From an optimization exercise on the open Yosys and OpenROAD flow, aimed at small area, a short achievable clock period and few clock cycles per item; shortcuts taken in it are not production practice.
No functional check of the RTL was part of any run shown here.
Power and IR drop assume default switching activity.

<file path="design/flow/config.mk">
export PLATFORM = sky130hd
export DESIGN_NAME = net_4_8_12_16_16_1_10
export DESIGN_NICKNAME = net_4_8_12_16_16_1_10
export VERILOG_FILES = /design/flow/design.v
export SDC_FILE = /design/flow/constraint.sdc
export NUM_CORES = 4
export LEC_CHECK = 0
export CAP_MARGIN = 20
export CORE_MARGIN = 2
export CORE_UTILIZATION = 40
export SLEW_MARGIN = 20
</file>
<file path="design/flow/run.sh">
#!/bin/bash
# synth_recipe.tcl (not shown) runs the flow's synth.tcl, then flattens the netlist and writes it again
# the make line also repeats each setting of config.mk as NAME=value (left out here)
make -C /OpenROAD-flow-scripts/flow DESIGN_CONFIG=/design/flow/config.mk WORK_HOME=/design/flow/orfs CLKGATE_MAP_FILE= SYNTH_SCRIPT=/design/flow/synth_recipe.tcl finish
</file>
<file path="design/flow/design.v">
module fcn_prod_u (
  input  logic [14:0]       h,
  input  logic signed [3:0] w,
  output logic [15:0]       pm,
  output logic              s
);
  logic        op;
  logic [3:0]  mag;
  logic [17:0] a, b, bx, m;
  always_comb begin
    s   = w[3];
    mag = s ? 4'(-w) : 4'(w);
    case (mag)
      4'd3, 4'd4, 4'd5, 4'd6: a = {1'b0, h, 2'b00};
      4'd7, 4'd8:             a = {h, 3'b000};
      default:                a = 18'd0;
    endcase
    case (mag)
      4'd1, 4'd3, 4'd5, 4'd7: b = {3'b000, h};
      4'd2, 4'd6:             b = {2'b00, h, 1'b0};
      default:                b = 18'd0;
    endcase
    op = (mag == 4'd3) || (mag == 4'd7);
    bx = b ^ {18{op}};
  end
  assign m = a + bx + 18'(op);
  assign pm = (m[17:15] != 3'd0) ? {s, {15{~s}}} : {1'b0, m[14:0]};
endmodule
module fcn_acc #(parameter FIRST = 0) (
  input  logic [15:0]        pm,
  input  logic               s,
  input  logic signed [15:0] acc_in,
  output logic signed [15:0] acc_out
);
  logic [16:0] a, bx, sum;
  assign a  = FIRST ? 17'd0 : {acc_in[15], acc_in};
  assign bx = {1'b0, pm} ^ {17{s}};
  assign sum = a + bx + 17'(s);
  assign acc_out = (sum[16] != sum[15]) ? {sum[16], {15{~sum[16]}}} : sum[15:0];
endmodule
module fcn_prod_s (
  input  logic signed [15:0] x,
  input  logic signed [3:0]  w,
  output logic [15:0]        pm,
  output logic               s
);
  logic signed [19:0] p;
  logic signed [15:0] ps;
  always_comb begin
    p  = x * w;
    ps = (p > 20'sd32767) ? 16'sh7fff : (p < -20'sd32768) ? 16'sh8000 : p[15:0];
    s  = ps[15];
    pm = s ? 16'(-ps) : ps;
  end
endmodule
module net_4_8_12_16_16_1_10 (clk, reset, input_valid, input_ready, input_data, output_valid, output_ready, output_data);
input clk, reset, input_valid, output_ready;
input signed [15:0] input_data;
output logic signed [15:0] output_data;
output output_valid, input_ready;
function automatic logic signed [3:0] l1_w(input logic [3:0] c, input int j);
  logic signed [3:0] w;
  w = 4'sd0;
  case (j)
    0: case (c)
      4'd0: w = 4'sd1;
      4'd1: w = 4'sd2;
      4'd2: w = 4'sd6;
      4'd3: w = 4'sd4;
      4'd4: w = 4'sd7;
      4'd5: w = -4'sd2;
      4'd6: w = 4'sd4;
      4'd15: w = 4'sd1;
      default: w = 4'sd0;
    endcase
    1: case (c)
      4'd0: w = -4'sd5;
      4'd1: w = -4'sd3;
      4'd2: w = -4'sd7;
      4'd3: w = -4'sd1;
      4'd4: w = -4'sd7;
      4'd5: w = 4'sd7;
      4'd6: w = 4'sd4;
      4'd7: w = 4'sd2;
      default: w = 4'sd0;
    endcase
    2: case (c)
      4'd1: w = -4'sd8;
      4'd2: w = 4'sd7;
      4'd3: w = 4'sd5;
      4'd4: w = 4'sd7;
      4'd5: w = 4'sd6;
      4'd6: w = 4'sd3;
      4'd7: w = 4'sd1;
      4'd8: w = -4'sd4;
      default: w = 4'sd0;
    endcase
    3: case (c)
      4'd2: w = -4'sd7;
      4'd3: w = 4'sd4;
      4'd4: w = 4'sd7;
      4'd5: w = 4'sd5;
      4'd6: w = 4'sd7;
      4'd7: w = -4'sd8;
      4'd8: w = 4'sd1;
      4'd9: w = -4'sd3;
      default: w = 4'sd0;
    endcase
    default: w = 4'sd0;
  endcase
  l1_w = w;
endfunction
function automatic logic signed [3:0] l2_w(input logic [3:0] c, input int j);
  logic signed [3:0] w;
  w = 4'sd0;
  case (j)
    0: case (c)
      4'd4: w = 4'sd5;
      4'd5: w = 4'sd0;
      4'd6: w = -4'sd5;
      4'd7: w = 4'sd3;
      4'd8: w = 4'sd1;
      4'd9: w = 4'sd4;
      4'd10: w = 4'sd6;
      4'd11: w = -4'sd5;
      4'd12: w = 4'sd2;
      4'd13: w = 4'sd1;
      4'd14: w = -4'sd1;
      4'd15: w = -4'sd1;
      default: w = 4'sd0;
    endcase
    1: case (c)
      4'd0: w = 4'sd5;
      4'd5: w = -4'sd4;
      4'd6: w = 4'sd7;
      4'd7: w = -4'sd6;
      4'd8: w = 4'sd5;
      4'd9: w = -4'sd5;
      4'd10: w = 4'sd2;
      4'd11: w = 4'sd2;
      4'd12: w = -4'sd1;
      4'd13: w = 4'sd1;
      4'd14: w = 4'sd7;
      4'd15: w = 4'sd0;
      default: w = 4'sd0;
    endcase
    2: case (c)
      4'd0: w = 4'sd0;
      4'd1: w = 4'sd5;
      4'd6: w = -4'sd1;
      4'd7: w = -4'sd5;
      4'd8: w = -4'sd5;
      4'd9: w = -4'sd8;
      4'd10: w = 4'sd2;
      4'd11: w = 4'sd0;
      4'd12: w = -4'sd5;
      4'd13: w = 4'sd2;
      4'd14: w = 4'sd0;
      4'd15: w = -4'sd2;
      default: w = 4'sd0;
    endcase
    3: case (c)
      4'd0: w = -4'sd3;
      4'd1: w = 4'sd7;
      4'd2: w = -4'sd5;
      4'd7: w = -4'sd2;
      4'd8: w = -4'sd2;
      4'd9: w = -4'sd5;
      4'd10: w = -4'sd1;
      4'd11: w = -4'sd5;
      4'd12: w = -4'sd5;
      4'd13: w = 4'sd7;
      4'd14: w = 4'sd2;
      4'd15: w = -4'sd4;
      default: w = 4'sd0;
    endcase
    4: case (c)
      4'd0: w = -4'sd2;
      4'd1: w = 4'sd3;
      4'd2: w = 4'sd7;
      4'd3: w = -4'sd4;
      4'd8: w = 4'sd2;
      4'd9: w = -4'sd1;
      4'd10: w = -4'sd7;
      4'd11: w = -4'sd1;
      4'd12: w = 4'sd2;
      4'd13: w = 4'sd4;
      4'd14: w = 4'sd0;
      4'd15: w = 4'sd4;
      default: w = 4'sd0;
    endcase
    5: case (c)
      4'd0: w = -4'sd1;
      4'd1: w = 4'sd7;
      4'd2: w = 4'sd5;
      4'd3: w = 4'sd7;
      4'd4: w = 4'sd3;
      4'd9: w = -4'sd2;
      4'd10: w = -4'sd6;
      4'd11: w = 4'sd6;
      4'd12: w = -4'sd4;
      4'd13: w = 4'sd5;
      4'd14: w = 4'sd4;
      4'd15: w = -4'sd2;
      default: w = 4'sd0;
    endcase
    6: case (c)
      4'd0: w = -4'sd1;
      4'd1: w = 4'sd6;
      4'd2: w = -4'sd2;
      4'd3: w = -4'sd3;
      4'd4: w = -4'sd5;
      4'd5: w = 4'sd0;
      4'd10: w = -4'sd6;
      4'd11: w = -4'sd5;
      4'd12: w = -4'sd5;
      4'd13: w = 4'sd4;
      4'd14: w = -4'sd1;
      4'd15: w = -4'sd1;
      default: w = 4'sd0;
    endcase
    7: case (c)
      4'd0: w = -4'sd8;
      4'd1: w = -4'sd5;
      4'd2: w = -4'sd3;
      4'd3: w = -4'sd6;
      4'd4: w = 4'sd1;
      4'd5: w = -4'sd6;
      4'd6: w = 4'sd7;
      4'd11: w = -4'sd4;
      4'd12: w = -4'sd5;
      4'd13: w = -4'sd1;
      4'd14: w = -4'sd4;
      4'd15: w = -4'sd6;
      default: w = 4'sd0;
    endcase
    default: w = 4'sd0;
  endcase
  l2_w = w;
endfunction
function automatic logic signed [3:0] l3_w(input logic [3:0] c, input int j);
  logic signed [3:0] w;
  w = 4'sd0;
  case (j)
    0: case (c)
      4'd0: w = 4'sd0;
      4'd1: w = -4'sd1;
      4'd2: w = 4'sd6;
      4'd3: w = -4'sd3;
      4'd4: w = -4'sd5;
      4'd5: w = 4'sd2;
      4'd6: w = -4'sd8;
      4'd7: w = -4'sd4;
      4'd8: w = -4'sd4;
      4'd9: w = -4'sd6;
      4'd10: w = 4'sd6;
      4'd11: w = -4'sd7;
      4'd12: w = -4'sd6;
      4'd13: w = -4'sd4;
      4'd14: w = -4'sd8;
      4'd15: w = -4'sd1;
      default: w = 4'sd0;
    endcase
    1: case (c)
      4'd0: w = 4'sd2;
      4'd1: w = -4'sd7;
      4'd2: w = -4'sd6;
      4'd3: w = 4'sd0;
      4'd4: w = -4'sd4;
      4'd5: w = -4'sd5;
      4'd6: w = 4'sd2;
      4'd7: w = 4'sd1;
      4'd8: w = 4'sd6;
      4'd9: w = -4'sd8;
      4'd10: w = 4'sd6;
      4'd11: w = -4'sd3;
      4'd12: w = 4'sd2;
      4'd13: w = 4'sd6;
      4'd14: w = -4'sd8;
      4'd15: w = -4'sd5;
      default: w = 4'sd0;
    endcase
    2: case (c)
      4'd0: w = 4'sd5;
      4'd1: w = 4'sd7;
      4'd2: w = 4'sd6;
      4'd3: w = -4'sd4;
      4'd4: w = 4'sd3;
      4'd5: w = 4'sd2;
      4'd6: w = -4'sd3;
      4'd7: w = -4'sd7;
      4'd8: w = 4'sd1;
      4'd9: w = 4'sd2;
      4'd10: w = 4'sd7;
      4'd11: w = 4'sd7;
      4'd12: w = -4'sd1;
      4'd13: w = 4'sd5;
      4'd14: w = -4'sd7;
      4'd15: w = -4'sd5;
      default: w = 4'sd0;
    endcase
    3: case (c)
      4'd0: w = 4'sd2;
      4'd1: w = -4'sd1;
      4'd2: w = 4'sd3;
      4'd3: w = -4'sd7;
      4'd4: w = 4'sd4;
      4'd5: w = -4'sd3;
      4'd6: w = -4'sd5;
      4'd7: w = 4'sd7;
      4'd8: w = 4'sd3;
      4'd9: w = 4'sd0;
      4'd10: w = -4'sd8;
      4'd11: w = 4'sd1;
      4'd12: w = 4'sd1;
      4'd13: w = -4'sd7;
      4'd14: w = -4'sd2;
      4'd15: w = 4'sd5;
      default: w = 4'sd0;
    endcase
    4: case (c)
      4'd0: w = -4'sd5;
      4'd1: w = 4'sd7;
      4'd2: w = 4'sd3;
      4'd3: w = -4'sd3;
      4'd4: w = -4'sd4;
      4'd5: w = 4'sd3;
      4'd6: w = -4'sd2;
      4'd7: w = -4'sd2;
      4'd8: w = 4'sd2;
      4'd9: w = -4'sd5;
      4'd10: w = 4'sd3;
      4'd11: w = 4'sd1;
      4'd12: w = 4'sd3;
      4'd13: w = 4'sd7;
      4'd14: w = 4'sd1;
      4'd15: w = 4'sd0;
      default: w = 4'sd0;
    endcase
    5: case (c)
      4'd0: w = -4'sd8;
      4'd1: w = -4'sd4;
      4'd2: w = 4'sd2;
      4'd3: w = -4'sd3;
      4'd4: w = -4'sd1;
      4'd5: w = 4'sd3;
      4'd6: w = -4'sd7;
      4'd7: w = 4'sd7;
      4'd8: w = -4'sd3;
      4'd9: w = -4'sd5;
      4'd10: w = -4'sd8;
      4'd11: w = -4'sd4;
      4'd12: w = 4'sd1;
      4'd13: w = 4'sd3;
      4'd14: w = 4'sd5;
      4'd15: w = -4'sd2;
      default: w = 4'sd0;
    endcase
    6: case (c)
      4'd0: w = -4'sd1;
      4'd1: w = -4'sd2;
      4'd2: w = -4'sd7;
      4'd3: w = 4'sd5;
      4'd4: w = -4'sd2;
      4'd5: w = 4'sd2;
      4'd6: w = -4'sd3;
      4'd7: w = 4'sd0;
      4'd8: w = 4'sd3;
      4'd9: w = 4'sd5;
      4'd10: w = -4'sd8;
      4'd11: w = -4'sd7;
      4'd12: w = 4'sd3;
      4'd13: w = -4'sd6;
      4'd14: w = -4'sd4;
      4'd15: w = 4'sd2;
      default: w = 4'sd0;
    endcase
    7: case (c)
      4'd0: w = -4'sd5;
      4'd1: w = 4'sd5;
      4'd2: w = 4'sd2;
      4'd3: w = -4'sd7;
      4'd4: w = 4'sd0;
      4'd5: w = 4'sd2;
      4'd6: w = 4'sd2;
      4'd7: w = -4'sd4;
      4'd8: w = -4'sd6;
      4'd9: w = 4'sd6;
      4'd10: w = 4'sd6;
      4'd11: w = 4'sd1;
      4'd12: w = 4'sd0;
      4'd13: w = 4'sd7;
      4'd14: w = -4'sd5;
      4'd15: w = 4'sd3;
      default: w = 4'sd0;
    endcase
    8: case (c)
      4'd0: w = -4'sd4;
      4'd1: w = 4'sd3;
      4'd2: w = -4'sd2;
      4'd3: w = 4'sd7;
      4'd4: w = 4'sd1;
      4'd5: w = 4'sd1;
      4'd6: w = -4'sd3;
      4'd7: w = -4'sd1;
      4'd8: w = 4'sd6;
      4'd9: w = 4'sd3;
      4'd10: w = -4'sd7;
      4'd11: w = -4'sd1;
      4'd12: w = 4'sd4;
      4'd13: w = -4'sd3;
      4'd14: w = -4'sd1;
      4'd15: w = -4'sd5;
      default: w = 4'sd0;
    endcase
    9: case (c)
      4'd0: w = -4'sd5;
      4'd1: w = 4'sd6;
      4'd2: w = -4'sd3;
      4'd3: w = -4'sd2;
      4'd4: w = -4'sd3;
      4'd5: w = 4'sd0;
      4'd6: w = -4'sd5;
      4'd7: w = 4'sd1;
      4'd8: w = 4'sd6;
      4'd9: w = -4'sd6;
      4'd10: w = -4'sd1;
      4'd11: w = 4'sd1;
      4'd12: w = -4'sd6;
      4'd13: w = 4'sd3;
      4'd14: w = 4'sd3;
      4'd15: w = -4'sd8;
      default: w = 4'sd0;
    endcase
    10: case (c)
      4'd0: w = 4'sd6;
      4'd1: w = 4'sd7;
      4'd2: w = -4'sd5;
      4'd3: w = -4'sd5;
      4'd4: w = -4'sd2;
      4'd5: w = -4'sd5;
      4'd6: w = -4'sd6;
      4'd7: w = 4'sd5;
      4'd8: w = 4'sd5;
      4'd9: w = -4'sd4;
      4'd10: w = 4'sd3;
      4'd11: w = 4'sd6;
      4'd12: w = 4'sd7;
      4'd13: w = 4'sd2;
      4'd14: w = 4'sd6;
      4'd15: w = 4'sd4;
      default: w = 4'sd0;
    endcase
    11: case (c)
      4'd0: w = 4'sd3;
      4'd1: w = -4'sd7;
      4'd2: w = -4'sd2;
      4'd3: w = -4'sd8;
      4'd4: w = -4'sd4;
      4'd5: w = -4'sd7;
      4'd6: w = 4'sd6;
      4'd7: w = -4'sd6;
      4'd8: w = -4'sd4;
      4'd9: w = 4'sd4;
      4'd10: w = -4'sd2;
      4'd11: w = 4'sd2;
      4'd12: w = -4'sd7;
      4'd13: w = -4'sd3;
      4'd14: w = -4'sd5;
      4'd15: w = -4'sd6;
      default: w = 4'sd0;
    endcase
    default: w = 4'sd0;
  endcase
  l3_w = w;
endfunction
  logic [3:0] c;            
  logic       v0, v1, v2;   
  logic [2:0] wcnt;         
  logic       ovalid, adv, empty, take, full_next, launch;
  assign ovalid = (c >= 4'd10) ? v1 : v2;
  assign adv    = ~(ovalid & ~output_ready);
  assign empty  = ~(v0 | v1 | v2);
  assign input_ready = ~wcnt[2] & ~(v0 & ({1'b0, c} < 5'(wcnt) + 5'd8));
  assign take      = input_valid & input_ready;
  assign full_next = wcnt[2] | (wcnt[1] & wcnt[0] & take);
  assign launch    = adv & full_next & (c == 4'd15);
  always_ff @(posedge clk) begin
    if (reset) begin
      c <= 4'd15;
      v0 <= 1'b0; v1 <= 1'b0; v2 <= 1'b0;
      wcnt <= 3'd0;
    end else begin
      if (launch)
        wcnt <= 3'd0;
      else if (take)
        wcnt <= wcnt + 3'd1;
      if (adv) begin
        c <= (empty & ~launch) ? 4'd15 : c + 4'd1;
        if (c == 4'd15) begin
          v0 <= launch; v1 <= v0; v2 <= v1;
        end
      end
    end
  end
  assign output_valid = ovalid;
  logic signed [15:0] x [4];
  always_ff @(posedge clk)
    if (take) x[wcnt[1:0]] <= input_data;
  logic signed [15:0] a1 [4];
  logic signed [15:0] r1 [4];
  logic [15:0] pm1 [4];
  logic        ps1 [4];
  for (genvar j = 0; j < 4; j++) begin : g_l1
    logic [15:0] pmc; logic psc;
    fcn_prod_s u_p (.x(x[j]), .w(l1_w(c, j)), .pm(pmc), .s(psc));
    always_ff @(posedge clk) if (adv) begin pm1[j] <= pmc; ps1[j] <= psc; end
    fcn_acc #(.FIRST(j == 0)) u_a (.pm(pm1[j]), .s(ps1[j]), .acc_in(j == 0 ? 16'sd0 : r1[j == 0 ? 0 : j-1]), .acc_out(a1[j]));
    if (j < 3) begin : g_r
      always_ff @(posedge clk) if (adv) r1[j] <= a1[j];
    end
  end
  logic [14:0] h1bus;
  assign h1bus = a1[3][15] ? 15'd0 : a1[3][14:0];
  logic [14:0] h1 [8];
  logic signed [15:0] a2 [8];
  logic signed [15:0] r2 [8];
  logic [15:0] pm2 [8];
  logic        ps2 [8];
  for (genvar j = 0; j < 8; j++) begin : g_l2
    always_ff @(posedge clk) if (adv && c == 4'((3 + j) % 16)) h1[j] <= h1bus;
    logic [15:0] pmc; logic psc;
    fcn_prod_u u_p (.h(h1[j]), .w(l2_w(c, j)), .pm(pmc), .s(psc));
    always_ff @(posedge clk) if (adv) begin pm2[j] <= pmc; ps2[j] <= psc; end
    fcn_acc #(.FIRST(j == 0)) u_a (.pm(pm2[j]), .s(ps2[j]), .acc_in(j == 0 ? 16'sd0 : r2[j == 0 ? 0 : j-1]), .acc_out(a2[j]));
    if (j < 7) begin : g_r
      always_ff @(posedge clk) if (adv) r2[j] <= a2[j];
    end
  end
  logic [14:0] h2bus;
  assign h2bus = a2[7][15] ? 15'd0 : a2[7][14:0];
  logic [14:0] h2 [12];
  logic signed [15:0] a3 [12];
  logic signed [15:0] r3 [12];
  logic [15:0] pm3 [12];
  logic        ps3 [12];
  for (genvar j = 0; j < 12; j++) begin : g_l3
    always_ff @(posedge clk) if (adv && c == 4'((12 + j) % 16)) h2[j] <= h2bus;
    logic [15:0] pmc; logic psc;
    fcn_prod_u u_p (.h(h2[j]), .w(l3_w(c, j)), .pm(pmc), .s(psc));
    always_ff @(posedge clk) if (adv) begin pm3[j] <= pmc; ps3[j] <= psc; end
    fcn_acc #(.FIRST(j == 0)) u_a (.pm(pm3[j]), .s(ps3[j]), .acc_in(j == 0 ? 16'sd0 : r3[j == 0 ? 0 : j-1]), .acc_out(a3[j]));
    if (j < 11) begin : g_r
      always_ff @(posedge clk) if (adv) r3[j] <= a3[j];
    end
  end
  logic [14:0] yreg;
  always_ff @(posedge clk) if (adv) yreg <= a3[11][15] ? 15'd0 : a3[11][14:0];
  assign output_data = {1'b0, yreg};
endmodule
</file>
<file path="design/flow/constraint.sdc">
create_clock -name core_clock -period 10.0 [get_ports {clk}]
set_input_delay 2.0000 -clock core_clock [delete_from_list [all_inputs] [get_ports {clk}]]
set_output_delay 2.0000 -clock core_clock [all_outputs]
set_load 0.01 [all_outputs]
</file>
==> qor.yml, run 1 <==
cts_buffers: 146
drt_iter0_drc: 5762
ctsRootBufferMaster: "clkbuf_16"
syn_area_sq_um: 102000
synth_edf_count: 1123
die_area_sq_um: 258000
p_sw_share_pct: 42.7
grt-ovfl-total: 0
drc: 0
synth_cells: 10600
power_frac_seq_pct: 29.7
grt_first_pass_wirelength_mm: 404
maxSlewViolCount: 0
p_sw_mw: 13.6
worstMarginPinSlew_ns: 1.15
clock_skew_ns: 0.0324
period_share_pct: 80.1
cts_setup_buffers: 0
die_w_microns: 508
cellPowerDensity_nw_per_um2: 289
cts.sinks: 1229
grt_usage_pct: 19.3
finalWeightedCongestion: 0.900
crit_slowest_cell: "dfxtp_1"
portBuffers: 36
fmax_mhz: 125
synth_fp_nets: 11600
ys.warnings.count: 28
design_area_sq_um: 110000
final.setup.tns_ns: 0
grt_pass1_vias: 74200
slowest_delay_ns: 0.69
core_sq_um: 252000
syn_area_per_cell_sq_um: 9.60
rsz0062_at_grt: "false"
crit_type: "flop to flop"
ant_nets: 0
vias: 77900
dp_cells: 13600
hold_ws_ns: 0.487
crit_top_cell: "fa_1"
worstPathRequired_ns: 10.68
worst_skew_pair.late_latency_ns: 0.84
post_drt_wl_per_cell_microns: 18.3
rrSetupSlack_ns: 1.99
worstHoldPathType: "flop to flop"
intPower_mw: 18.3
ys_seq_area_share_pct: 35.3
cts-resized-gates: 0
cap_violations: 0
clk_pin_slew_ns: 0.06
layout_min_cycle_time_ns: 8.01
ys_async_sr_fraction_pct: 0
finalHoldViolations: 0
fp.dieH_microns: 508
cts_tree: "built"
power_frac_comb_pct: 52.4
num-nets-final: 11500
synth-main-ff-cell: "edfxtp_1"
power_leakage_nw: 45.4
clockBufferDepth: 3
status: "finished clean"
dp_hpwl_mm: 192
io_pins: 38
worstSetupEndpointType: "flop"
p_clk_share_pct: 17.9
placed_area_sq_um: 105000
worst_slack_ns: 1.99
critical_path_arrival_ns: 8.69
area.growth.synth_to_final_pct: 8.59
dr.pass1.iters: 8
layoutNonFillerInstCount: 13900
crit_path_start_kind: "flop"
ys_types: 131
grt_max_degree: 166
start_util_pct: 40.3
rows: 184
postCtsHoldBufs: 0
setup_viol: 0
antenna_found_initial: 16
place_ws_ns: 2.14
drive_gt1_share_pct: 5.70
finalPower_mw: 31.9
viasPerCell: 5.61
cp_max_fo: 20
cts_max_level: 4
fin_util_pct: 43.8
vdd_drop_max_v: 0.000579
drt_wl_total_mm: 255
ys_ff_latch: 1229
relSlewSlack_pct: 23.1
## layout make-up
class | count | area [sq um]
Timing Repair Buffer | 134 | 1140
Sequential cell | 1229 | 35800
Clock inverter | 93 | 1330
Fill cell | 23800 | 142000
Multi-Input combinational cell | 8487 | 62200
Tap cell | 3348 | 4190
Clock buffer | 179 | 3890
Inverter | 429 | 1610
Antenna cell | 3 | 7.51
## cell usage in the layout (no fill, tap or decap), types with 150 or more instances in the layout
cell type	count
a21oi_1	1139
edfxtp_1	1123
ha_1	874
nor2_1	761
nand2_1	696
o21ai_0	688
xor2_1	628
xnor2_1	513
inv_1	413
a22o_1	290
mux2i_1	284
and2_1	232
a21o_1	190
nor3_1	176
fa_1	153
clkbuf_16	150
## synthesized netlist by cell type (138+ instances only)
library cell / instances / area share [%]
xnor2_1: 514 / 4.4
mux2i_1: 284 / 2.8
a22o_1: 290 / 2.5
o21a_1: 146 / 1.1
inv_1: 413 / 1.5
o21ai_0: 688 / 3.4
nor2b_1: 138 / 0.85
ha_1: 874 / 11
nor2_1: 763 / 2.8
clkbuf_1: 280 / 1.0
and2_1: 233 / 1.4
a21oi_1: 1149 / 5.7
xor2_1: 629 / 5.4
nand2_1: 696 / 2.6
edfxtp_1: 1123 / 33
a21o_1: 190 / 1.4
nor3_1: 180 / 0.89
fa_1: 153 / 3.0
## power groups by stage
stage          sequential, mW  clock (mW)  combinational, mW
2_1_floorplan            9.08           0               12.2
3_3_place_gp             9.57           0               16.3
3_5_place_dp             9.58           0               16.6
4_1_cts                  9.49        5.86               16.7
5_1_grt                  9.59        6.06               18.5
6_report                 9.47        5.71               16.7
## per-layer routing
metal / global-route usage [%] / share of wire [%]
met2: 32.5 / 47
met5: 0 / 0
met1: 25.8 / 45
met3: 2.19 / 4.8
met4: 5.97 / 3.0
## cell families after synthesis
logic type	Yosys count	share of synthesized area (%)
XOR/XNOR	1144	9.88
multiplexers	326	3.31
AO/OA/AOI/OAI	3310	21.2
flip-flops	1229	35.3
adder cells (fa/ha/maj)	1059	14.1
buffers and inverters	854	3.51
AND/OR/NAND/NOR	2647	12.7
other	1	0.00369
## critical path: cells and delay by family, from the launching register on
family	cells	cell delay, ns
AOI/OAI and AO/OA	9	1.90
xor gates and xnor gates	1	0.10
adders and majority gates	6	2.43
buffers and inverters	5	0.85
DFF	1	0.69
and+or+nand+nor	6	1.89
## sequential cells by signal (all words and copies together), names as in the netlist, named ones only
register    flops
g_l1.u_p.w     12
x              64
wcnt            3
v0              1
r2            112
pm1            64
c               4
ps1             4
v1              1
r3            176
h1            120
yreg           15
v2              1
ps2             8
h2            180
pm2           128
g_l2.u_p.w     32
r1             48
ps3            12
g_l3.u_p.w     48
pm3           192
## final timing paths
path           endpoint  cells past startpoint  startpoint
min reg2reg          v2                      2          v1
max          pm1[1][12]                     27        c[3]
max reg2reg  pm1[1][12]                     27        c[3]
min                  v2                      2          v1
==> run 2, diff against run 1 <==
--- a/design/flow/design.v
+++ b/design/flow/design.v
@@ -1,3 +1,4 @@
-module fcn_prod_u (
-  input  logic [14:0]       h,
+module fcn_prod #(parameter HW = 15) (
+  input  logic [HW-1:0]     h,
+  input  logic              hs,
   input  logic signed [3:0] w,
@@ -6,8 +7,8 @@
 );
-  logic        op;
-  logic [3:0]  mag;
-  logic [17:0] a, b, bx, m;
+  logic          op;
+  logic [3:0]    mag;
+  logic [HW+2:0] a, b, m;
   always_comb begin
-    s   = w[3];
-    mag = s ? 4'(-w) : 4'(w);
+    s   = hs ^ w[3];
+    mag = w[3] ? 4'(-w) : 4'(w);
     case (mag)
@@ -15,3 +16,3 @@
       4'd7, 4'd8:             a = {h, 3'b000};
-      default:                a = 18'd0;
+      default:                a = '0;
     endcase
@@ -20,11 +21,10 @@
       4'd2, 4'd6:             b = {2'b00, h, 1'b0};
-      default:                b = 18'd0;
+      default:                b = '0;
     endcase
     op = (mag == 4'd3) || (mag == 4'd7);
-    bx = b ^ {18{op}};
+    m  = a + (b ^ {(HW+3){op}}) + (HW+3)'(op);
+    pm = (m[HW+2:15] != '0) ? {s, {15{~s}}} : {1'b0, m[14:0]};
   end
-  assign m = a + bx + 18'(op);
-  assign pm = (m[17:15] != 3'd0) ? {s, {15{~s}}} : {1'b0, m[14:0]};
 endmodule
-module fcn_acc #(parameter FIRST = 0) (
+module fcn_acc (
   input  logic [15:0]        pm,
@@ -34,21 +34,6 @@
 );
-  logic [16:0] a, bx, sum;
-  assign a  = FIRST ? 17'd0 : {acc_in[15], acc_in};
-  assign bx = {1'b0, pm} ^ {17{s}};
-  assign sum = a + bx + 17'(s);
-  assign acc_out = (sum[16] != sum[15]) ? {sum[16], {15{~sum[16]}}} : sum[15:0];
-endmodule
-module fcn_prod_s (
-  input  logic signed [15:0] x,
-  input  logic signed [3:0]  w,
-  output logic [15:0]        pm,
-  output logic               s
-);
-  logic signed [19:0] p;
-  logic signed [15:0] ps;
+  logic [16:0] sum;
   always_comb begin
-    p  = x * w;
-    ps = (p > 20'sd32767) ? 16'sh7fff : (p < -20'sd32768) ? 16'sh8000 : p[15:0];
-    s  = ps[15];
-    pm = s ? 16'(-ps) : ps;
+    sum = {acc_in[15], acc_in} + ({1'b0, pm} ^ {17{s}}) + 17'(s);
+    acc_out = (sum[16] != sum[15]) ? {sum[16], {15{~sum[16]}}} : sum[15:0];
   end
@@ -66,9 +51,9 @@
       4'd0: w = 4'sd1;
-      4'd1: w = 4'sd2;
-      4'd2: w = 4'sd6;
-      4'd3: w = 4'sd4;
-      4'd4: w = 4'sd7;
-      4'd5: w = -4'sd2;
-      4'd6: w = 4'sd4;
-      4'd15: w = 4'sd1;
+      4'd1: w = 4'sd1;
+      4'd2: w = 4'sd2;
+      4'd3: w = 4'sd6;
+      4'd4: w = 4'sd4;
+      4'd5: w = 4'sd7;
+      4'd6: w = -4'sd2;
+      4'd7: w = 4'sd4;
       default: w = 4'sd0;
@@ -117,13 +102,13 @@
     0: case (c)
-      4'd4: w = 4'sd5;
-      4'd5: w = 4'sd0;
-      4'd6: w = -4'sd5;
-      4'd7: w = 4'sd3;
-      4'd8: w = 4'sd1;
-      4'd9: w = 4'sd4;
-      4'd10: w = 4'sd6;
-      4'd11: w = -4'sd5;
-      4'd12: w = 4'sd2;
-      4'd13: w = 4'sd1;
-      4'd14: w = -4'sd1;
+      4'd0: w = -4'sd1;
+      4'd5: w = 4'sd5;
+      4'd6: w = 4'sd0;
+      4'd7: w = -4'sd5;
+      4'd8: w = 4'sd3;
+      4'd9: w = 4'sd1;
+      4'd10: w = 4'sd4;
+      4'd11: w = 4'sd6;
+      4'd12: w = -4'sd5;
+      4'd13: w = 4'sd2;
+      4'd14: w = 4'sd1;
       4'd15: w = -4'sd1;
@@ -506,52 +491,164 @@
   assign output_valid = ovalid;
-  logic signed [15:0] x [4];
+  logic [15:0] xm [4];
+  logic        xs [4];
   always_ff @(posedge clk)
-    if (take) x[wcnt[1:0]] <= input_data;
-  logic signed [15:0] a1 [4];
-  logic signed [15:0] r1 [4];
-  logic [15:0] pm1 [4];
-  logic        ps1 [4];
-  for (genvar j = 0; j < 4; j++) begin : g_l1
-    logic [15:0] pmc; logic psc;
-    fcn_prod_s u_p (.x(x[j]), .w(l1_w(c, j)), .pm(pmc), .s(psc));
-    always_ff @(posedge clk) if (adv) begin pm1[j] <= pmc; ps1[j] <= psc; end
-    fcn_acc #(.FIRST(j == 0)) u_a (.pm(pm1[j]), .s(ps1[j]), .acc_in(j == 0 ? 16'sd0 : r1[j == 0 ? 0 : j-1]), .acc_out(a1[j]));
-    if (j < 3) begin : g_r
-      always_ff @(posedge clk) if (adv) r1[j] <= a1[j];
+    if (take) begin
+      xm[wcnt[1:0]] <= input_data[15] ? 16'(-input_data) : input_data;
+      xs[wcnt[1:0]] <= input_data[15];
     end
-  end
-  logic [14:0] h1bus;
+  logic signed [15:0] a1 [4];    
+  logic signed [15:0] r1 [3];    
+  logic [15:0] l1_pm0; logic l1_s0;
+  fcn_prod #(16) l1_p0 (.h(xm[0]), .hs(xs[0]), .w(l1_w(c, 0)), .pm(l1_pm0), .s(l1_s0));
+  assign a1[0] = (l1_s0 ? 16'(-l1_pm0) : l1_pm0);
+  always_ff @(posedge clk) if (adv) r1[0] <= a1[0];
+  logic [15:0] l1_pm1; logic l1_s1;
+  fcn_prod #(16) l1_p1 (.h(xm[1]), .hs(xs[1]), .w(l1_w(c, 1)), .pm(l1_pm1), .s(l1_s1));
+  logic [15:0] l1_qm1; logic l1_qs1;
+  always_ff @(posedge clk) if (adv) begin l1_qm1 <= l1_pm1; l1_qs1 <= l1_s1; end
+  fcn_acc l1_a1 (.pm(l1_qm1), .s(l1_qs1), .acc_in(r1[0]), .acc_out(a1[1]));
+  always_ff @(posedge clk) if (adv) r1[1] <= a1[1];
+  logic [15:0] l1_pm2; logic l1_s2;
+  fcn_prod #(16) l1_p2 (.h(xm[2]), .hs(xs[2]), .w(l1_w(c, 2)), .pm(l1_pm2), .s(l1_s2));
+  logic [15:0] l1_qm2; logic l1_qs2;
+  always_ff @(posedge clk) if (adv) begin l1_qm2 <= l1_pm2; l1_qs2 <= l1_s2; end
+  fcn_acc l1_a2 (.pm(l1_qm2), .s(l1_qs2), .acc_in(r1[1]), .acc_out(a1[2]));
+  always_ff @(posedge clk) if (adv) r1[2] <= a1[2];
+  logic [15:0] l1_pm3; logic l1_s3;
+  fcn_prod #(16) l1_p3 (.h(xm[3]), .hs(xs[3]), .w(l1_w(c, 3)), .pm(l1_pm3), .s(l1_s3));
+  logic [15:0] l1_qm3; logic l1_qs3;
+  always_ff @(posedge clk) if (adv) begin l1_qm3 <= l1_pm3; l1_qs3 <= l1_s3; end
+  fcn_acc l1_a3 (.pm(l1_qm3), .s(l1_qs3), .acc_in(r1[2]), .acc_out(a1[3]));
+  logic [14:0] h1bus;    
   assign h1bus = a1[3][15] ? 15'd0 : a1[3][14:0];
   logic [14:0] h1 [8];
-  logic signed [15:0] a2 [8];
-  logic signed [15:0] r2 [8];
-  logic [15:0] pm2 [8];
-  logic        ps2 [8];
-  for (genvar j = 0; j < 8; j++) begin : g_l2
+  for (genvar j = 0; j < 8; j++) begin : g_h1
     always_ff @(posedge clk) if (adv && c == 4'((3 + j) % 16)) h1[j] <= h1bus;
-    logic [15:0] pmc; logic psc;
-    fcn_prod_u u_p (.h(h1[j]), .w(l2_w(c, j)), .pm(pmc), .s(psc));
-    always_ff @(posedge clk) if (adv) begin pm2[j] <= pmc; ps2[j] <= psc; end
-    fcn_acc #(.FIRST(j == 0)) u_a (.pm(pm2[j]), .s(ps2[j]), .acc_in(j == 0 ? 16'sd0 : r2[j == 0 ? 0 : j-1]), .acc_out(a2[j]));
-    if (j < 7) begin : g_r
-      always_ff @(posedge clk) if (adv) r2[j] <= a2[j];
-    end
   end
-  logic [14:0] h2bus;
+  logic signed [15:0] a2 [8];    
+  logic signed [15:0] r2 [7];    
+  logic [15:0] l2_pm0; logic l2_s0;
+  fcn_prod #(15) l2_p0 (.h(h1[0]), .hs(1'b0), .w(l2_w(c, 0)), .pm(l2_pm0), .s(l2_s0));
+  assign a2[0] = (l2_s0 ? 16'(-l2_pm0) : l2_pm0);
+  always_ff @(posedge clk) if (adv) r2[0] <= a2[0];
+  logic [15:0] l2_pm1; logic l2_s1;
+  fcn_prod #(15) l2_p1 (.h(h1[1]), .hs(1'b0), .w(l2_w(c, 1)), .pm(l2_pm1), .s(l2_s1));
+  logic [15:0] l2_qm1; logic l2_qs1;
+  always_ff @(posedge clk) if (adv) begin l2_qm1 <= l2_pm1; l2_qs1 <= l2_s1; end
+  fcn_acc l2_a1 (.pm(l2_qm1), .s(l2_qs1), .acc_in(r2[0]), .acc_out(a2[1]));
+  always_ff @(posedge clk) if (adv) r2[1] <= a2[1];
+  logic [15:0] l2_pm2; logic l2_s2;
+  fcn_prod #(15) l2_p2 (.h(h1[2]), .hs(1'b0), .w(l2_w(c, 2)), .pm(l2_pm2), .s(l2_s2));
+  logic [15:0] l2_qm2; logic l2_qs2;
+  always_ff @(posedge clk) if (adv) begin l2_qm2 <= l2_pm2; l2_qs2 <= l2_s2; end
+  fcn_acc l2_a2 (.pm(l2_qm2), .s(l2_qs2), .acc_in(r2[1]), .acc_out(a2[2]));
+  always_ff @(posedge clk) if (adv) r2[2] <= a2[2];
+  logic [15:0] l2_pm3; logic l2_s3;
+  fcn_prod #(15) l2_p3 (.h(h1[3]), .hs(1'b0), .w(l2_w(c, 3)), .pm(l2_pm3), .s(l2_s3));
+  logic [15:0] l2_qm3; logic l2_qs3;
+  always_ff @(posedge clk) if (adv) begin l2_qm3 <= l2_pm3; l2_qs3 <= l2_s3; end
+  fcn_acc l2_a3 (.pm(l2_qm3), .s(l2_qs3), .acc_in(r2[2]), .acc_out(a2[3]));
+  always_ff @(posedge clk) if (adv) r2[3] <= a2[3];
+  logic [15:0] l2_pm4; logic l2_s4;
+  fcn_prod #(15) l2_p4 (.h(h1[4]), .hs(1'b0), .w(l2_w(c, 4)), .pm(l2_pm4), .s(l2_s4));
+  logic [15:0] l2_qm4; logic l2_qs4;
+  always_ff @(posedge clk) if (adv) begin l2_qm4 <= l2_pm4; l2_qs4 <= l2_s4; end
+  fcn_acc l2_a4 (.pm(l2_qm4), .s(l2_qs4), .acc_in(r2[3]), .acc_out(a2[4]));
+  always_ff @(posedge clk) if (adv) r2[4] <= a2[4];
+  logic [15:0] l2_pm5; logic l2_s5;
+  fcn_prod #(15) l2_p5 (.h(h1[5]), .hs(1'b0), .w(l2_w(c, 5)), .pm(l2_pm5), .s(l2_s5));
+  logic [15:0] l2_qm5; logic l2_qs5;
+  always_ff @(posedge clk) if (adv) begin l2_qm5 <= l2_pm5; l2_qs5 <= l2_s5; end
+  fcn_acc l2_a5 (.pm(l2_qm5), .s(l2_qs5), .acc_in(r2[4]), .acc_out(a2[5]));
+  always_ff @(posedge clk) if (adv) r2[5] <= a2[5];
+  logic [15:0] l2_pm6; logic l2_s6;
+  fcn_prod #(15) l2_p6 (.h(h1[6]), .hs(1'b0), .w(l2_w(c, 6)), .pm(l2_pm6), .s(l2_s6));
+  logic [15:0] l2_qm6; logic l2_qs6;
+  always_ff @(posedge clk) if (adv) begin l2_qm6 <= l2_pm6; l2_qs6 <= l2_s6; end
+  fcn_acc l2_a6 (.pm(l2_qm6), .s(l2_qs6), .acc_in(r2[5]), .acc_out(a2[6]));
+  always_ff @(posedge clk) if (adv) r2[6] <= a2[6];
+  logic [15:0] l2_pm7; logic l2_s7;
+  fcn_prod #(15) l2_p7 (.h(h1[7]), .hs(1'b0), .w(l2_w(c, 7)), .pm(l2_pm7), .s(l2_s7));
+  logic [15:0] l2_qm7; logic l2_qs7;
+  always_ff @(posedge clk) if (adv) begin l2_qm7 <= l2_pm7; l2_qs7 <= l2_s7; end
+  fcn_acc l2_a7 (.pm(l2_qm7), .s(l2_qs7), .acc_in(r2[6]), .acc_out(a2[7]));
+  logic [14:0] h2bus;    
   assign h2bus = a2[7][15] ? 15'd0 : a2[7][14:0];
   logic [14:0] h2 [12];
-  logic signed [15:0] a3 [12];
-  logic signed [15:0] r3 [12];
-  logic [15:0] pm3 [12];
-  logic        ps3 [12];
-  for (genvar j = 0; j < 12; j++) begin : g_l3
+  for (genvar j = 0; j < 12; j++) begin : g_h2
     always_ff @(posedge clk) if (adv && c == 4'((12 + j) % 16)) h2[j] <= h2bus;
-    logic [15:0] pmc; logic psc;
-    fcn_prod_u u_p (.h(h2[j]), .w(l3_w(c, j)), .pm(pmc), .s(psc));
-    always_ff @(posedge clk) if (adv) begin pm3[j] <= pmc; ps3[j] <= psc; end
-    fcn_acc #(.FIRST(j == 0)) u_a (.pm(pm3[j]), .s(ps3[j]), .acc_in(j == 0 ? 16'sd0 : r3[j == 0 ? 0 : j-1]), .acc_out(a3[j]));
-    if (j < 11) begin : g_r
-      always_ff @(posedge clk) if (adv) r3[j] <= a3[j];
-    end
   end
+  logic signed [15:0] a3 [12];    
+  logic signed [15:0] r3 [11];    
+  logic [15:0] l3_pm0; logic l3_s0;
+  fcn_prod #(15) l3_p0 (.h(h2[0]), .hs(1'b0), .w(l3_w(c, 0)), .pm(l3_pm0), .s(l3_s0));
+  logic signed [15:0] l3_q0;
+  always_ff @(posedge clk) if (adv) l3_q0 <= (l3_s0 ? 16'(-l3_pm0) : l3_pm0);
+  assign a3[0] = l3_q0;
+  always_ff @(posedge clk) if (adv) r3[0] <= a3[0];
+  logic [15:0] l3_pm1; logic l3_s1;
+  fcn_prod #(15) l3_p1 (.h(h2[1]), .hs(1'b0), .w(l3_w(c, 1)), .pm(l3_pm1), .s(l3_s1));
+  logic [15:0] l3_qm1; logic l3_qs1;
+  always_ff @(posedge clk) if (adv) begin l3_qm1 <= l3_pm1; l3_qs1 <= l3_s1; end
+  fcn_acc l3_a1 (.pm(l3_qm1), .s(l3_qs1), .acc_in(r3[0]), .acc_out(a3[1]));
+  always_ff @(posedge clk) if (adv) r3[1] <= a3[1];
+  logic [15:0] l3_pm2; logic l3_s2;
+  fcn_prod #(15) l3_p2 (.h(h2[2]), .hs(1'b0), .w(l3_w(c, 2)), .pm(l3_pm2), .s(l3_s2));
+  logic [15:0] l3_qm2; logic l3_qs2;
+  always_ff @(posedge clk) if (adv) begin l3_qm2 <= l3_pm2; l3_qs2 <= l3_s2; end
+  fcn_acc l3_a2 (.pm(l3_qm2), .s(l3_qs2), .acc_in(r3[1]), .acc_out(a3[2]));
+  always_ff @(posedge clk) if (adv) r3[2] <= a3[2];
+  logic [15:0] l3_pm3; logic l3_s3;
+  fcn_prod #(15) l3_p3 (.h(h2[3]), .hs(1'b0), .w(l3_w(c, 3)), .pm(l3_pm3), .s(l3_s3));
+  logic [15:0] l3_qm3; logic l3_qs3;
+  always_ff @(posedge clk) if (adv) begin l3_qm3 <= l3_pm3; l3_qs3 <= l3_s3; end
+  fcn_acc l3_a3 (.pm(l3_qm3), .s(l3_qs3), .acc_in(r3[2]), .acc_out(a3[3]));
+  always_ff @(posedge clk) if (adv) r3[3] <= a3[3];
+  logic [15:0] l3_pm4; logic l3_s4;
+  fcn_prod #(15) l3_p4 (.h(h2[4]), .hs(1'b0), .w(l3_w(c, 4)), .pm(l3_pm4), .s(l3_s4));
+  logic [15:0] l3_qm4; logic l3_qs4;
+  always_ff @(posedge clk) if (adv) begin l3_qm4 <= l3_pm4; l3_qs4 <= l3_s4; end
+  fcn_acc l3_a4 (.pm(l3_qm4), .s(l3_qs4), .acc_in(r3[3]), .acc_out(a3[4]));
+  always_ff @(posedge clk) if (adv) r3[4] <= a3[4];
+  logic [15:0] l3_pm5; logic l3_s5;
+  fcn_prod #(15) l3_p5 (.h(h2[5]), .hs(1'b0), .w(l3_w(c, 5)), .pm(l3_pm5), .s(l3_s5));
+  logic [15:0] l3_qm5; logic l3_qs5;
+  always_ff @(posedge clk) if (adv) begin l3_qm5 <= l3_pm5; l3_qs5 <= l3_s5; end
+  fcn_acc l3_a5 (.pm(l3_qm5), .s(l3_qs5), .acc_in(r3[4]), .acc_out(a3[5]));
+  always_ff @(posedge clk) if (adv) r3[5] <= a3[5];
+  logic [15:0] l3_pm6; logic l3_s6;
+  fcn_prod #(15) l3_p6 (.h(h2[6]), .hs(1'b0), .w(l3_w(c, 6)), .pm(l3_pm6), .s(l3_s6));
+  logic [15:0] l3_qm6; logic l3_qs6;
+  always_ff @(posedge clk) if (adv) begin l3_qm6 <= l3_pm6; l3_qs6 <= l3_s6; end
+  fcn_acc l3_a6 (.pm(l3_qm6), .s(l3_qs6), .acc_in(r3[5]), .acc_out(a3[6]));
+  always_ff @(posedge clk) if (adv) r3[6] <= a3[6];
+  logic [15:0] l3_pm7; logic l3_s7;
+  fcn_prod #(15) l3_p7 (.h(h2[7]), .hs(1'b0), .w(l3_w(c, 7)), .pm(l3_pm7), .s(l3_s7));
+  logic [15:0] l3_qm7; logic l3_qs7;
+  always_ff @(posedge clk) if (adv) begin l3_qm7 <= l3_pm7; l3_qs7 <= l3_s7; end
+  fcn_acc l3_a7 (.pm(l3_qm7), .s(l3_qs7), .acc_in(r3[6]), .acc_out(a3[7]));
+  always_ff @(posedge clk) if (adv) r3[7] <= a3[7];
+  logic [15:0] l3_pm8; logic l3_s8;
+  fcn_prod #(15) l3_p8 (.h(h2[8]), .hs(1'b0), .w(l3_w(c, 8)), .pm(l3_pm8), .s(l3_s8));
+  logic [15:0] l3_qm8; logic l3_qs8;
+  always_ff @(posedge clk) if (adv) begin l3_qm8 <= l3_pm8; l3_qs8 <= l3_s8; end
+  fcn_acc l3_a8 (.pm(l3_qm8), .s(l3_qs8), .acc_in(r3[7]), .acc_out(a3[8]));
+  always_ff @(posedge clk) if (adv) r3[8] <= a3[8];
+  logic [15:0] l3_pm9; logic l3_s9;
+  fcn_prod #(15) l3_p9 (.h(h2[9]), .hs(1'b0), .w(l3_w(c, 9)), .pm(l3_pm9), .s(l3_s9));
+  logic [15:0] l3_qm9; logic l3_qs9;
+  always_ff @(posedge clk) if (adv) begin l3_qm9 <= l3_pm9; l3_qs9 <= l3_s9; end
+  fcn_acc l3_a9 (.pm(l3_qm9), .s(l3_qs9), .acc_in(r3[8]), .acc_out(a3[9]));
+  always_ff @(posedge clk) if (adv) r3[9] <= a3[9];
+  logic [15:0] l3_pm10; logic l3_s10;
+  fcn_prod #(15) l3_p10 (.h(h2[10]), .hs(1'b0), .w(l3_w(c, 10)), .pm(l3_pm10), .s(l3_s10));
+  logic [15:0] l3_qm10; logic l3_qs10;
+  always_ff @(posedge clk) if (adv) begin l3_qm10 <= l3_pm10; l3_qs10 <= l3_s10; end
+  fcn_acc l3_a10 (.pm(l3_qm10), .s(l3_qs10), .acc_in(r3[9]), .acc_out(a3[10]));
+  always_ff @(posedge clk) if (adv) r3[10] <= a3[10];
+  logic [15:0] l3_pm11; logic l3_s11;
+  fcn_prod #(15) l3_p11 (.h(h2[11]), .hs(1'b0), .w(l3_w(c, 11)), .pm(l3_pm11), .s(l3_s11));
+  logic [15:0] l3_qm11; logic l3_qs11;
+  always_ff @(posedge clk) if (adv) begin l3_qm11 <= l3_pm11; l3_qs11 <= l3_s11; end
+  fcn_acc l3_a11 (.pm(l3_qm11), .s(l3_qs11), .acc_in(r3[10]), .acc_out(a3[11]));
   logic [14:0] yreg;
--- a/design/flow/config.mk
+++ b/design/flow/config.mk
@@ -7,2 +7,3 @@
 export LEC_CHECK = 0
+export ABC_CLOCK_PERIOD_IN_PS = 5000
 export CAP_MARGIN = 20
@@ -10,2 +11,3 @@
 export CORE_UTILIZATION = 40
+export SETUP_SLACK_MARGIN = 4
 export SLEW_MARGIN = 20
==> run 2 against run 1 <==
Compared with the run above:
- first-iteration DRC count down 2.3%
- sequential share of layout area grew 0.72 points
- largest power group unchanged
- die area shrank 6.2%
==> qor.yml, run 2 <==
dr.pass1.iters: 6  # was 8
synth_top_family_by_area: "compound AO/OA/AOI/OAI gates"  # unchanged
cts_max_level: 4  # unchanged
ys.warnings.count: 20  # was 28
clk_pin_slew_ns: 0.06  # about the same
grt_first_pass_wirelength_mm: 391  # was 404 mm
drc: 0  # unchanged
setup_viol: 0  # unchanged
vias: 74800  # was 77,900
synth.area.top_cells: "edfxtp_1 34%, ha_1 11%, a21oi_1 5.8%, xor2_1 5.6%, xnor2_1 5.3%"  # was edfxtp_1 33%, ha_1 11%, a21oi_1 5.7%, xor2_1 5.4%, xnor2_1 4.4%
worstSetupStartpoint: "l2_p0.w[0]"  # was c[3]
antenna_found_initial: 15  # was 16
ys_ff_latch: 1198  # was 1,229
io_pins: 38  # unchanged
syn_area_sq_um: 95100  # was 102,000 sq um
synth_mux_area_share_pct: 3.58  # was 3.31%
synth.most_common_cell: "a21oi_1"  # unchanged
ys_types: 116  # was 131
hold_depth: 0  # was 2
rsz0062_at_grt: "true"  # was false
portBuffers: 36  # unchanged
cts.sinks: 1198  # was 1,229
ys_seq_area_share_pct: 36.7  # was 35.3%
fin_util_pct: 44.4  # was 43.8%
finalHoldViolations: 0  # unchanged
dp_hpwl_mm: 181  # was 192 mm
fmax_mhz: 173  # was 125 MHz
synth_top_area_cell: "edfxtp_1"  # unchanged
r2r_start: "l2_p0.w[0]"  # was c[3]
cts_buffers: 144  # was 146
synth_fa_ha_area_share_pct: 11.0  # was 14.1%
hp-start: "l3_q0[7]"  # was v1
ant_nets: 0  # unchanged
worstSetupEndpointType: "flop"  # unchanged
clock_skew_ns: 0.0412  # was 0.0324 ns
synth.cells.most_frequent: "1,102 x a21oi_1, 1,092 x edfxtp_1, 819 x nor2_1"  # was 1,149 x a21oi_1, 1,123 x edfxtp_1, 874 x ha_1
crit_path_start_kind: "flop"  # unchanged
drt_wl_total_mm: 249  # was 255 mm
worstPathRequired_ns: 10.64  # was 10.68 ns
grt_usage_pct: 19.9  # was 19.3%
rr_worst_depth: 27  # unchanged
syn_area_per_cell_sq_um: 9.45  # was 9.60 sq um
r2r_end: "r2[0][14]"  # was pm1[1][12]
final.setup.tns_ns: 0  # unchanged
top_register: "h2"  # was pm3
synth_cells: 10100  # was 10,600
synth_edf_count: 1092  # was 1,123
synthXorXnorAreaFrac_pct: 10.9  # was 9.88%
start_util_pct: 40.1  # was 40.3%
fp.dieH_microns: 492  # was 508 microns
cp_max_fo: 7  # was 20
netlist.area_leader.share_pct: 34.5  # was 33.2%
vdd_drop_max_v: 0.000358  # was 0.000579 V
critical_path_arrival_ns: 6.42  # was 8.69 ns
largest_reg_flops: 180  # was 192
post_drt_wl_per_cell_microns: 18.7  # was 18.3 microns
synth-main-ff-cell: "edfxtp_1"  # unchanged
worstHoldPathType: "flop to flop"  # unchanged
grt-ovfl-total: 0  # unchanged
layout_common_cells: "1,092 x edfxtp_1, 1,062 x a21oi_1, 812 x nor2_1"  # was 1,139 x a21oi_1, 1,123 x edfxtp_1, 874 x ha_1
ctsRootBufferMaster: "clkbuf_16"  # unchanged
drive_gt1_share_pct: 7.79  # was 5.70%
rrSetupSlack_ns: 4.22  # was 1.99 ns
hold_end: "r3[0][7]"  # was v2
top_regs: "h2 x180, r3 x176, h1 x120"  # was pm3 x192, h2 x180, r3 x176
synth_compound_area_share_pct: 23.2  # was 21.2%
status: "finished clean"  # unchanged
grt_max_degree: 178  # was 166
postCtsHoldBufs: 0  # unchanged
cellPowerDensity_nw_per_um2: 298  # was 289 nW/um^2
drt_iter0_drc: 5630  # was 5,762
layout_min_cycle_time_ns: 5.78  # was 8.01 ns
die_w_microns: 492  # was 508 microns
crit_type: "flop to flop"  # unchanged
synth-simple-area-share_pct: 11.5  # was 12.7%
ys_async_sr_fraction_pct: 0  # unchanged
rows: 179  # was 184
viasPerCell: 5.62  # was 5.61
num-nets-final: 10900  # was 11,500
synth_fp_nets: 10900  # was 11,600
cts_tree: "built"  # unchanged
grt_pass1_vias: 70400  # was 74,200
die_area_sq_um: 242000  # was 258,000 sq um
final_common_cell: "edfxtp_1"  # was a21oi_1
finalWeightedCongestion: 0.888  # was 0.900
worst_skew_pair.late_latency_ns: 0.81  # was 0.84 ns
period_share_pct: 57.8  # was 80.1%
worstMarginPinSlew_ns: 1.27  # was 1.15 ns
area.growth.synth_to_final_pct: 10.6  # was 8.59%
cap_violations: 0  # unchanged
core_sq_um: 237000  # was 252,000 sq um
power_leakage_nw: 42.3  # was 45.4 nW
maxSlewViolCount: 0  # unchanged
relSlewSlack_pct: 14.2  # was 23.1%
clockBufferDepth: 3  # unchanged
[run 2: cell families after synthesis]
kind of cell,Yosys count
flip-flops,1198
AO/OA/AOI/OAI,3375
buffers and inverters,737
other,1
adder cells (fa/ha/maj),821
multiplexers,329
XOR/XNOR,1184
AND/OR/NAND/NOR,2421
[run 2: metal layers]
| layer | part of all wire, % | track usage (%) |
|---|---|---|
| met4 | 2.5 | 5.59 |
| met5 | 0.0096 | 0 |
| met3 | 4.7 | 2.49 |
| met2 | 46 | 32.7 |
| met1 | 46 | 27.3 |
[run 2: through the flow]
step | hold WS (ns) | setup slack (ns) | cells | instance area [sq um] | total power [mW]
final | 0.421 | 4.22 | 13300 | 105000 | 31.4
after global routing | 0.424 | 3.89 | 13300 | 105000 | 33.6
after CTS | 0.421 | 3.93 | 13200 | 104000 | 31.5
after detailed placement | 0.407 | 2.59 | 13000 | 99000 | 25.9
after global placement | 0.416 | 2.70 | 13000 | 99000 | 25.7
after floorplan | 0.400 | 3.95 | 10100 | 95300 | 20.7
[run 2: worst max-delay path by stage]
| stage | cells after the start | to | slack (ns) |
|---|---|---|---|
| 3_3_place_gp | 25 | l3_q0[14] | 2.70 |
| 6_report | 27 | r2[0][14] | 4.22 |
| 3_5_place_dp | 26 | r1[0][6] | 2.59 |
| 2_1_floorplan | 10 | l2_p5.w[3] | 3.95 |
| 4_1_cts | 25 | r1[0][6] | 3.93 |
| 5_1_grt | 27 | r1[0][6] | 3.89 |
[run 2: final cells by class]
cell class	instances	area (sq um)
diodes	2	5.00
clock buffers	174	3870
clock inverters	87	835
fillers	22300	132000
inverters	303	1200
multi-input cells	8135	58400
flip-flops and latches	1198	35000
well taps	3167	3960
repair buffers	234	2010
[run 2: worst max-delay path: stages (launching register included)]
cell and delay [ns]:
dfxtp_4 0.34, inv_1 0.07, ha_1 0.30, mux2_4 0.31, xnor2_1 0.19, nand2_1 0.07, o31ai_1 0.11, buf_4 0.23
and2_1 0.19, ha_4 0.22, nor2b_1 0.13, a41o_1 0.26, o211ai_2 0.24, o21ai_2 0.12, a221o_1 0.39, a31o_4 0.29
mux2i_4 0.20, o221a_4 0.31, a21o_1 0.20, inv_1 0.09, ha_4 0.16, nand3_2 0.10, nor3_4 0.20, nand3_2 0.13
nor3b_2 0.24, and3_1 0.20, nor4_1 0.06, nor3_1 0.23
[run 2: timing repair]
action / CTS / global route
setup endpoints to repair: 289 / 310
pin swaps: 9 / 29
resized for setup: 77 / 107
buffers inserted: 24 / 51
gates cloned: 3 / 5
[run 2: power by group]
group	internal (mW)	leakage, nW	total (mW)	switching [mW]
clock	3.04	2.28	5.26	2.22
combinational	6.82	27.9	17.1	10.3
sequential	8.26	12.2	9.06	0.805
==> run 3, diff against run 2 <==
--- a/design/flow/design.v
+++ b/design/flow/design.v
@@ -464,10 +464,12 @@
   logic [2:0] wcnt;         
-  logic       ovalid, adv, empty, take, full_next, launch;
-  assign ovalid = (c >= 4'd10) ? v1 : v2;
-  assign adv    = ~(ovalid & ~output_ready);
+  logic       pvalid;       
+  logic       skv;          
+  logic       adv;          
+  logic       empty, take, launch;
+  assign pvalid = (c >= 4'd10) ? v1 : v2;
+  assign adv    = ~skv;
   assign empty  = ~(v0 | v1 | v2);
   assign input_ready = ~wcnt[2] & ~(v0 & ({1'b0, c} < 5'(wcnt) + 5'd8));
-  assign take      = input_valid & input_ready;
-  assign full_next = wcnt[2] | (wcnt[1] & wcnt[0] & take);
-  assign launch    = adv & full_next & (c == 4'd15);
+  assign take   = input_valid & input_ready;
+  assign launch = adv & wcnt[2] & (c == 4'd15);
   always_ff @(posedge clk) begin
@@ -477,2 +479,3 @@
       wcnt <= 3'd0;
+      skv <= 1'b0;
     end else begin
@@ -488,5 +491,8 @@
       end
+      if (skv)
+        skv <= ~output_ready;
+      else
+        skv <= pvalid & ~output_ready;
     end
   end
-  assign output_valid = ovalid;
   logic [15:0] xm [4];
@@ -653,5 +659,7 @@
   fcn_acc l3_a11 (.pm(l3_qm11), .s(l3_qs11), .acc_in(r3[10]), .acc_out(a3[11]));
-  logic [14:0] yreg;
+  logic [14:0] yreg, skd;
   always_ff @(posedge clk) if (adv) yreg <= a3[11][15] ? 15'd0 : a3[11][14:0];
-  assign output_data = {1'b0, yreg};
+  always_ff @(posedge clk) if (~skv) skd <= yreg;
+  assign output_valid = skv | pvalid;
+  assign output_data  = {1'b0, skv ? skd : yreg};
 endmodule
==> run 3 against run 2 <==
Compared with the run above:
- first-iteration DRC count is 12% higher
- global-route usage is 0.070 points higher
- critical path depth is 1 higher
- via count is 2.3% higher
- total power is 9.6% lower
==> qor.yml, run 3 <==
grt_pass1_vias: 72000  # was 70,400
drt_iter0_drc: 6281  # was 5,630
top_regs: "h2 x180, r3 x176, h1 x120"  # unchanged
fillCellCount: 22400  # was 22,300
synth_edf_count: 1092  # unchanged
ys.warnings.count: 20  # unchanged
area.growth.synth_to_final_pct: 11.0  # was 10.6%
postCtsHoldBufs: 0  # unchanged
dp_hpwl_mm: 184  # was 181 mm
rsz0062_at_grt: "true"  # unchanged
cts_tree: "built"  # unchanged
finalWeightedCongestion: 0.905  # was 0.888
place_ws_ns: 2.00  # was 2.59 ns
use_met3_pct: 2.58  # was 2.49%
r2r_start: "c[3]"  # was l2_p0.w[0]
cap_violations: 0  # unchanged
portBuffers: 36  # unchanged
crit_top_cell: "a21o_1"
grt_first_pass_wirelength_mm: 396  # was 391 mm
cts_buffers: 145  # was 144
ant_nets: 0  # unchanged
cp_max_fo: 7  # unchanged
worst_slack_ns: 4.14  # was 4.22 ns
layout_min_cycle_time_ns: 5.86  # was 5.78 ns
drt_wl_total_mm: 253  # was 249 mm
cp-endpoint: "r1[0][14]"  # was r2[0][14]
seqCellArea_sq_um: 35300  # was 35,000 sq um
syn_area_per_cell_sq_um: 9.43  # was 9.45 sq um
ys_seq_area_share_pct: 36.7  # about the same
final.setup.tns_ns: 0  # unchanged
fp.dieH_microns: 494  # was 492 microns
worstMarginPinSlew_ns: 1.19  # was 1.27 ns
fmax_mhz: 171  # was 173 MHz
dp_cells: 13000  # about the same
netlist.area_leader.share_pct: 34.1  # was 34.5%
slowest_delay_ns: 0.41  # was 0.39 ns
relSlewSlack_pct: 20.2  # was 14.2%
vdd_drop_max_v: 0.000398  # was 0.000358 V
die_area_sq_um: 244000  # was 242,000 sq um
layout_common_cells: "1,140 x a21oi_1, 1,092 x edfxtp_1, 774 x ha_1"  # was 1,092 x edfxtp_1, 1,062 x a21oi_1, 812 x nor2_1
rr_worst_depth: 28  # was 27
ctsRootBufferMaster: "clkbuf_16"  # unchanged
antenna_found_initial: 15  # unchanged
ys_ff_latch: 1214  # was 1,198
finalHoldViolations: 0  # unchanged
fin_util_pct: 44.7  # was 44.4%
drive_gt1_share_pct: 8.11  # was 7.79%
grt_use_met2_pct: 33.5  # was 32.7%
rrSetupSlack_ns: 4.14  # was 4.22 ns
io_pins: 38  # unchanged
synth.area.top_cells: "edfxtp_1 34%, ha_1 10%, a21oi_1 6.1%, xor2_1 5.7%, xnor2_1 5.4%"  # was edfxtp_1 34%, ha_1 11%, a21oi_1 5.8%, xor2_1 5.6%, xnor2_1 5.3%
vias: 76600  # was 74,800
rows: 179  # unchanged
period_share_pct: 58.6  # was 57.8%
synth.cells.most_frequent: "1,179 x a21oi_1, 1,092 x edfxtp_1, 794 x ha_1"  # was 1,102 x a21oi_1, 1,092 x edfxtp_1, 819 x nor2_1
crit_slowest_cell: "dfxtp_4"  # was a221o_1
core_sq_um: 238000  # was 237,000 sq um
post_drt_wl_per_cell_microns: 18.9  # was 18.7 microns
ys_async_sr_fraction_pct: 0  # unchanged
ys_types: 106  # was 116
top_register: "h2"  # unchanged
worstHoldPathType: "flop to flop"  # unchanged
die_w_microns: 494  # was 492 microns
worstSetupEndpointType: "flop"  # unchanged
start_util_pct: 40.3  # was 40.1%
drc: 0  # unchanged
synth-main-ff-cell: "edfxtp_1"  # unchanged
cts.sinks: 1214  # was 1,198
largest_reg_flops: 180  # unchanged
synth_top_area_cell: "edfxtp_1"  # unchanged
crit_path_start_kind: "flop"  # unchanged
synth_cells: 10200  # was 10,100
viasPerCell: 5.72  # was 5.62
grt-ovfl-total: 0  # unchanged
grt_most_used_layer: "met2"  # unchanged
worstSetupStartpoint: "c[3]"  # was l2_p0.w[0]
worstPathRequired_ns: 10.61  # was 10.64 ns
setup_viol: 0  # unchanged
critical_path_arrival_ns: 6.47  # was 6.42 ns
synth_fp_nets: 11000  # was 10,900
power_leakage_nw: 42.6  # was 42.3 nW
worst_skew_pair.late_latency_ns: 0.82  # was 0.81 ns
crit_type: "flop to flop"  # unchanged
dr.pass1.iters: 8  # was 6
layoutNonFillerInstCount: 13400  # was 13,300
multiInputGateArea_sq_um: 59300  # was 58,400 sq um
synth.most_common_cell: "a21oi_1"  # unchanged
clockBufferDepth: 3  # unchanged
cts_max_level: 4  # unchanged
clock_skew_ns: 0.0444  # was 0.0412 ns
clk_pin_slew_ns: 0.06  # about the same
status: "finished clean"  # unchanged
syn_area_sq_um: 96100  # was 95,100 sq um
r2r_end: "r1[0][14]"  # was r2[0][14]
grt_max_degree: 186  # was 178
global_route.usage.met1_pct: 26.5  # was 27.3%
cellPowerDensity_nw_per_um2: 266  # was 298 nW/um^2
maxSlewViolCount: 0  # unchanged
final_common_cell: "a21oi_1"  # was edfxtp_1
num-nets-final: 10900  # about the same
grt_usage_pct: 19.9  # about the same
-- run 3: changes by cell type after synthesis, sizes merged, moves of 34 or more --
cell    change
a21oi      +77
a21o       -73
or3        +36
o211ai     +34
a211oi     +45
o21ai      -37
mux2i      +49
inv        +52
nor2      -122
o21a      -265
-- run 3: metrics by stage --
step | power (mW) | cell area (sq um) | hold WS, ns
5_1_grt | 30.2 | 107000 | 0.431
4_1_cts | 28.5 | 106000 | 0.422
6_report | 28.4 | 107000 | 0.419
3_5_place_dp | 22.8 | 99800 | 0.405
3_3_place_gp | 22.5 | 99800 | 0.406
2_1_floorplan | 18.2 | 96200 | 0.400
-- run 3: area by class of cell --
cell class              instances  area share (%)
multi-input cells            8179            55.6
flip-flops and latches       1214            33.1
well taps                    3167            3.72
clock buffers                 171            3.64
repair buffers                204            1.65
inverters                     356            1.30
clock inverters                92            1.01
diodes                          5          0.0117
-- run 3: kinds of logic after synthesis --
kind of cell / share of synthesized area, %
AOI/OAI and AO/OA: 21.8
xor gates and xnor gates: 11.1
adders and majority gates: 10.8
buffers and inverters: 3.25
DFF: 36.7
muxes: 4.30
other: 0.00390
and+or+nand+nor: 12.0
-- run 3: critical path: cells and delay by family, from the launching register on --
kind                     cells  cell delay, ns
AO/OA/AOI/OAI               12            2.32
adder cells (fa/ha/maj)      3            0.74
XOR/XNOR                     1            0.18
flip-flops                   1            0.41
AND/OR/NAND/NOR              8            1.34
buffers and inverters        3            0.44
multiplexers                 1            0.22
-- run 3: per-layer routing --
metal,part of all wire [%],routed length (microns),vias to the layer above
met3,4.9,12400,432
met4,3.3,8310,4
li1,-,-,37700
met5,0.010,26,-
met1,45,113000,36500
met2,47,119000,1919
-- run 3: what timing repair did --
item	4_1_cts	5_1_grt
buffers inserted	27	40
gates cloned	3	2
pin swaps	18	37
resized for setup	108	150
setup endpoints to repair	361	356
-- run 3: power breakdown --
part	switching, mW	leakage [nW]	internal, mW
logic	8.95	27.9	5.32
registers	0.651	12.3	7.95
clock network	2.23	2.41	3.26
-- run 3: worst min-delay path by stage --
stage / start / endpoint / slack (ns) / cells past startpoint
2_1_floorplan: l3_q0[0] / r3[0][0] / 0.40 / 0
3_3_place_gp: l3_q0[5] / r3[0][5] / 0.41 / 0
3_5_place_dp: l3_q0[7] / r3[0][7] / 0.40 / 0
4_1_cts: l3_q0[1] / r3[0][1] / 0.42 / 0
5_1_grt: l3_q0[7] / r3[0][7] / 0.43 / 0
6_report: l3_q0[1] / r3[0][1] / 0.42 / 0

[afterwards: timing with drivers on the ports]
The flow's constraints put no driver on any port. The routed layouts listed below were extracted and timed again, unchanged, in two steps. Step 1, drivers: a clkbuf_16 drives clk and a buf_2 each remaining input, both assumed. Step 2 also shifts input and output timing later by t, the mid clock arrival at the registers, as if the neighbouring blocks saw the same clock. Three values: ideal ports, drivers, drivers and shift; two values: the first two.
run | t (ns) | setup WS [ns] | slew at the worst register clock pin (ns) | worst data-port slew with drivers (ns)
run 1 | 0.911 | 1.989 / 1.989 / 1.989 | 0.07 / 0.07 | 0.18
run 2 | 0.883 | 4.224 / 4.224 / 3.622 | 0.07 / 0.07 | 0.18
run 3 | 0.885 | 4.138 / 4.138 / 3.645 | 0.07 / 0.07 | 0.13
After both steps setup and hold are still met in every run listed. The setup slack of run 2, which loses most, moves by 0.000 ns with the drivers and by -0.602 ns with both steps.
